From an optimization exercise on the open Yosys and OpenROAD flow, aimed at small area; shortcuts taken in it are not production practice. In this exercise RTL edits were held to simulation tests only and were not proved equivalent to the original. Power and IR drop assume default switching activity.

==> flow/design.v <==
module top(
    input clock,
    input rst,
    output uart_tx,
    input uart_rx
);
    reg [3:0] ph;
    wire splice_end;
    always @(posedge clock) ph <= (ph + 1'b1) | {1'b0, splice_end, 2'b00};
    wire q4 = (ph[1:0] == 2'd3);
    wire w   = (ph[3:2] == 2'd3);    
    reg [2:0] rt;        
    reg [3:0] rs;        
    reg [7:0] rd;
    reg       valid;
    wire q16   = w && q4;
    wire rtick = q16 && (rt == {1'b1, rs[1:0] == 2'd2, rs[1:0] != 2'd2});
    wire [3:0] hi = rd[7:4];
    wire [3:0] lo = rd[3:0];
    wire is_num = (hi == 4'h3) && (lo <= 4'd9);
    wire is_let = (hi == 4'h4) && (lo >= 4'd1) && (lo <= 4'd6);
    wire is_hex = is_num || is_let;
    wire is_eol = (rd == 8'h0a) || (rd == 8'h0d);
    reg dbit;
    always @* case (ph[1:0])
        2'd0: dbit = rd[6] ? ~lo[0] : lo[0];
        2'd1: dbit = rd[6] ? (lo[1] ^ lo[0]) : lo[1];
        2'd2: dbit = rd[6] ? (lo[2] ^ (lo[1] & lo[0])) : lo[2];
        default: dbit = rd[6] | lo[3];
    endcase
    wire win = (rs == 4'd11) && w;
    assign splice_end = win && q4;
    always @(posedge clock) begin
        if (rst || rs == 4'd0) rt <= 3'd3;
        else if (q16) rt <= rtick ? 3'd0 : rt + 1'b1;
        if (rtick && rs != 4'd10) rd <= {uart_rx, rd[7:1]};
        if (rst) rs <= 4'd15;
        else if (rs == 4'd0) begin
            if (!uart_rx) rs <= 4'd1;
        end else if (rs == 4'd11) begin
            if (splice_end) rs <= 4'd0;
        end else if (rtick) rs <= (rs == 4'd10) ? (is_hex ? 4'd11 : 4'd0) : rs + 1'b1;
        if (rst) valid <= 1'b0;
        else if (rs == 4'd10 && rtick) valid <= is_eol;
    end
    reg [15:0] ra, rb;
    wire clr = (rs == 4'd15);
    wire ain = clr ? 1'b0 : win ? dbit : ra[0];
    wire bin = clr ? 1'b0 : win ? ra[0] : rb[0];
    always @(posedge clock) begin
        ra <= {ain, ra[15:1]};
        rb <= {bin, rb[15:1]};
    end
    localparam IDLE = 2'd0, MULT = 2'd1, SEND = 2'd2;
    reg [1:0]  st;
    reg [4:0]  t;        
    reg [3:0]  k;
    reg [3:0]  c;
    reg [32:0] p;
    reg        cy, bf;
    reg [3:0]  nib;
    wire mult = (st == MULT);
    wire m31  = q4 && (t[2:0] == 3'd7);
    wire load = (k == 4'd0) && (t[4:3] == 2'd0);
    wire last = k[2];
    wire x   = (mult && load) ? (t[2] & rb[0]) : p[0];
    wire ad  = mult && !load && !t[2] && bf && ra[0];
    wire s   = x ^ ad ^ cy;
    wire co  = (x & ad) | (x & cy) | (ad & cy);
    wire pin = (st == IDLE) ? 1'b0 : (mult && m31 && !last) ? 1'b0 : s;
    always @(posedge clock) begin
        p  <= {pin, p[32:1]};
        cy <= mult && !m31 && co;
        if (mult && m31) bf <= s;
        if (st == SEND && k == 4'd0 && !c[3] && t == 5'd7 && ph[1:0] == 2'd1) nib <= p[3:0];
        case (st)
            IDLE: if (valid && w && q4) begin
                st <= MULT; t <= 5'd0; k <= 4'd0;
            end
            MULT: if (!valid) st <= IDLE;
            else if (last && m31) begin
                st <= SEND; t <= 5'd0; k <= 4'd0; c <= 4'd0;
            end else if (q4) begin
                t <= t + 1'b1;
                if (t == 5'd31) k <= k + 1'b1;
            end
            default: if (q4) begin
                if (t == (k[3] & k[1] ? 5'd12 : 5'd24)) begin    
                    t <= 5'd0;
                    if (k == 4'd10) begin
                        k <= 4'd0;
                        c <= c + 1'b1;
                        if (c == 4'd9) st <= IDLE;
                    end else k <= k + 1'b1;
                end else t <= t + 1'b1;
            end
        endcase
        if (rst) st <= IDLE;
    end
    wire lt = nib[3] & (nib[2] | nib[1]);
    wire [3:0] nl;
    assign nl[0] = nib[0] ^ lt;
    assign nl[1] = lt ? (nib[1] ~^ nib[0]) : nib[1];
    assign nl[2] = lt ? (nib[2] & (nib[1] | nib[0])) : nib[2];
    assign nl[3] = nib[3] & ~lt;
    wire [7:0] ch = c[3] ? {5'h01, ~c[0], c[0], ~c[0]} : {1'b0, lt, ~lt, ~lt, nl};
    reg fb;
    always @* case (k)
        4'd0: fb = 1'b0;
        4'd1: fb = ch[0];
        4'd2: fb = ch[1];
        4'd3: fb = ch[2];
        4'd4: fb = ch[3];
        4'd5: fb = ch[4];
        4'd6: fb = ch[5];
        4'd7: fb = ch[6];
        4'd8: fb = ch[7];
        default: fb = 1'b1;
    endcase
    assign uart_tx = (st != SEND) || fb;
endmodule
==> flow/config.mk <==
export PLATFORM = sky130hd
export DESIGN_NAME = top
export DESIGN_NICKNAME = top
export VERILOG_FILES = /design/flow/design.v
export SDC_FILE = /design/flow/constraint.sdc
export NUM_CORES = 4
export LEC_CHECK = 0
export CAP_MARGIN = 20
export CORE_MARGIN = 2
export CORE_UTILIZATION = 40
export PLACE_DENSITY = 0.6
export SLEW_MARGIN = 20
==> flow/constraint.sdc <==
create_clock -name core_clock -period 10.0 [get_ports {clock}]
set_input_delay 2.0000 -clock core_clock [delete_from_list [all_inputs] [get_ports {clock}]]
set_output_delay 2.0000 -clock core_clock [all_outputs]
set_load 0.01 [all_outputs]
standard.sh (not shown) runs the stock make flow with config.mk's settings and CLKGATE_MAP_FILE= SYNTH_SCRIPT=/design/flow/synth_recipe.tcl, a recipe that flattens the netlist after the stock synthesis.
==> flow/flow/run.sh <==
#!/bin/bash
# Standard flow with these changes:
#  - synthesis: the standard flow's own script (synth_recipe.tcl), but ABC maps the logic with
#    an area-oriented script (flow/abc_area.script: one choice-network pass and
#    &nf with relaxed delay), and the half/full adder cells are left out (added
#    to the platform's don't-use list) so Yosys's extract_fa does not turn small
#    decoders into half-adder cells;
#  - clock tree synthesis adds no dummy balancing loads and uses mid-size buffers.
# Every tool's output stays in the ORFS logs under orfs/logs; make's own output
# goes to standard_flow.log.
set -euo pipefail
HERE=$(pwd)
DU=$(sed -n '/export DONT_USE_CELLS += /,/^$/p' "$FLOW_HOME/platforms/sky130hd/config.mk" | tr -d '\\' | sed 's/export DONT_USE_CELLS += //' | tr '\n' ' ' | tr -s ' ')
{
  echo 'proc abc {args} {'
  echo '  set i [lsearch -exact $args -script]'
  echo '  if {$i >= 0} { lset args [expr {$i + 1}] $::env(MY_ABC_SCRIPT) }'
  echo '  yosys abc {*}$args'
  echo '}'
  cat synth_recipe.tcl
} > my_synth.tcl
export MY_ABC_SCRIPT="$HERE/flow/abc_area.script"
export CTS_ARGS="-sink_clustering_enable -repair_clock_nets -dont_use_dummy_load -buf_list sky130_fd_sc_hd__clkbuf_8 -root_buf sky130_fd_sc_hd__clkbuf_8 -sink_clustering_size 30 -sink_clustering_max_diameter 100"
bash standard.sh "DONT_USE_CELLS=$DU sky130_fd_sc_hd__ha_1 sky130_fd_sc_hd__fa_1" "SYNTH_SCRIPT=$HERE/my_synth.tcl" finish > standard_flow.log 2>&1
==> flow/flow/abc_area.script <==
&get -n
&st
&dch
&nf -R 1000
&put
Rerun with:
--- a/flow/flow/run.sh
+++ b/flow/flow/run.sh
@@ -2,8 +2,9 @@
 # Standard flow with these changes:
 #  - synthesis: the standard flow's own script (synth_recipe.tcl), but ABC maps the logic with
-#    an area-oriented script (flow/abc_area.script: one choice-network pass and
+#    an area-oriented script (flow/abc_area.script: two rounds of a choice-network pass and
 #    &nf with relaxed delay), and the half/full adder cells are left out (added
 #    to the platform's don't-use list) so Yosys's extract_fa does not turn small
 #    decoders into half-adder cells;
+#  - the port buffers are the smallest buffer, buf_1;
 #  - clock tree synthesis adds no dummy balancing loads and uses mid-size buffers.
 # Every tool's output stays in the ORFS logs under orfs/logs; make's own output
@@ -21,4 +22,5 @@
 } > my_synth.tcl
 export MY_ABC_SCRIPT="$HERE/flow/abc_area.script"
+export BUFFER_PORTS_ARGS="-buffer_cell sky130_fd_sc_hd__buf_1"
 export CTS_ARGS="-sink_clustering_enable -repair_clock_nets -dont_use_dummy_load -buf_list sky130_fd_sc_hd__clkbuf_8 -root_buf sky130_fd_sc_hd__clkbuf_8 -sink_clustering_size 30 -sink_clustering_max_diameter 100"
 bash standard.sh "DONT_USE_CELLS=$DU sky130_fd_sc_hd__ha_1 sky130_fd_sc_hd__fa_1" "SYNTH_SCRIPT=$HERE/my_synth.tcl" finish > standard_flow.log 2>&1
==> flow/flow/abc_area.script (replaced) <==
&get -n
&st
&dch
&nf -R 1000
&put
strash
&get -n
&st
&dch
&nf -R 1000
&put
Result: The new run finished with timing, DRC and antenna clean; non-clock buffer count rose by 1; routed wire length fell by about 2.6%; power fell by about 18%; sequential cell count is unchanged; global-route usage fell by 0.69 points; combinational power fell by about 80%.
Rerun with:
--- a/flow/flow/run.sh
+++ b/flow/flow/run.sh
@@ -2,5 +2,5 @@
 # Standard flow with these changes:
 #  - synthesis: the standard flow's own script (synth_recipe.tcl), but ABC maps the logic with
-#    an area-oriented script (flow/abc_area.script: two rounds of a choice-network pass and
+#    an area-oriented script (flow/abc_area.script: one choice-network pass and
 #    &nf with relaxed delay), and the half/full adder cells are left out (added
 #    to the platform's don't-use list) so Yosys's extract_fa does not turn small
==> flow/flow/abc_area.script (replaced) <==
&get -n
&st
&dch
&nf -R 1000
&put
Effect: Synthesized area climbs by 1.1%. Wire length increases by 0.58%. Clock skew decreases by 0.0096 ns. Setup slack is better by 0.095 ns.

-- port drivers added, routing unchanged --
How much do the figures lean on ideal ports? The routed layouts below were timed once more, with nothing changed but the port constraints. Step 1 assumes that a clkbuf_16 drives the clock port and a buf_2 every other input. Step 2 times the ports against the registers' clock, not the clock port: input delays grow and output delays shrink by t, the midpoint of the rising clock arrivals with the driver on. Slacks: no drivers / after step 1 / after step 2; pairs: no drivers / after step 1.
run | t, ns | setup slack, ns | worst hold slack (ns) | slew at the worst register clock pin (ns) | cell pins on the clock port's net
the first run | 0.371 | 5.402 / 5.377 / 5.748 | 0.313 / 0.313 / 0.313 | 0.10 / 0.10 | 1
the second run | 0.368 | 5.664 / 5.636 / 6.004 | 0.303 / 0.303 / 0.303 | 0.10 / 0.10 | 1
the third run | 0.365 | 5.759 / 5.729 / 6.094 | 0.322 / 0.322 / 0.322 | 0.09 / 0.09 | 1
After both steps every run listed still meets setup and hold.
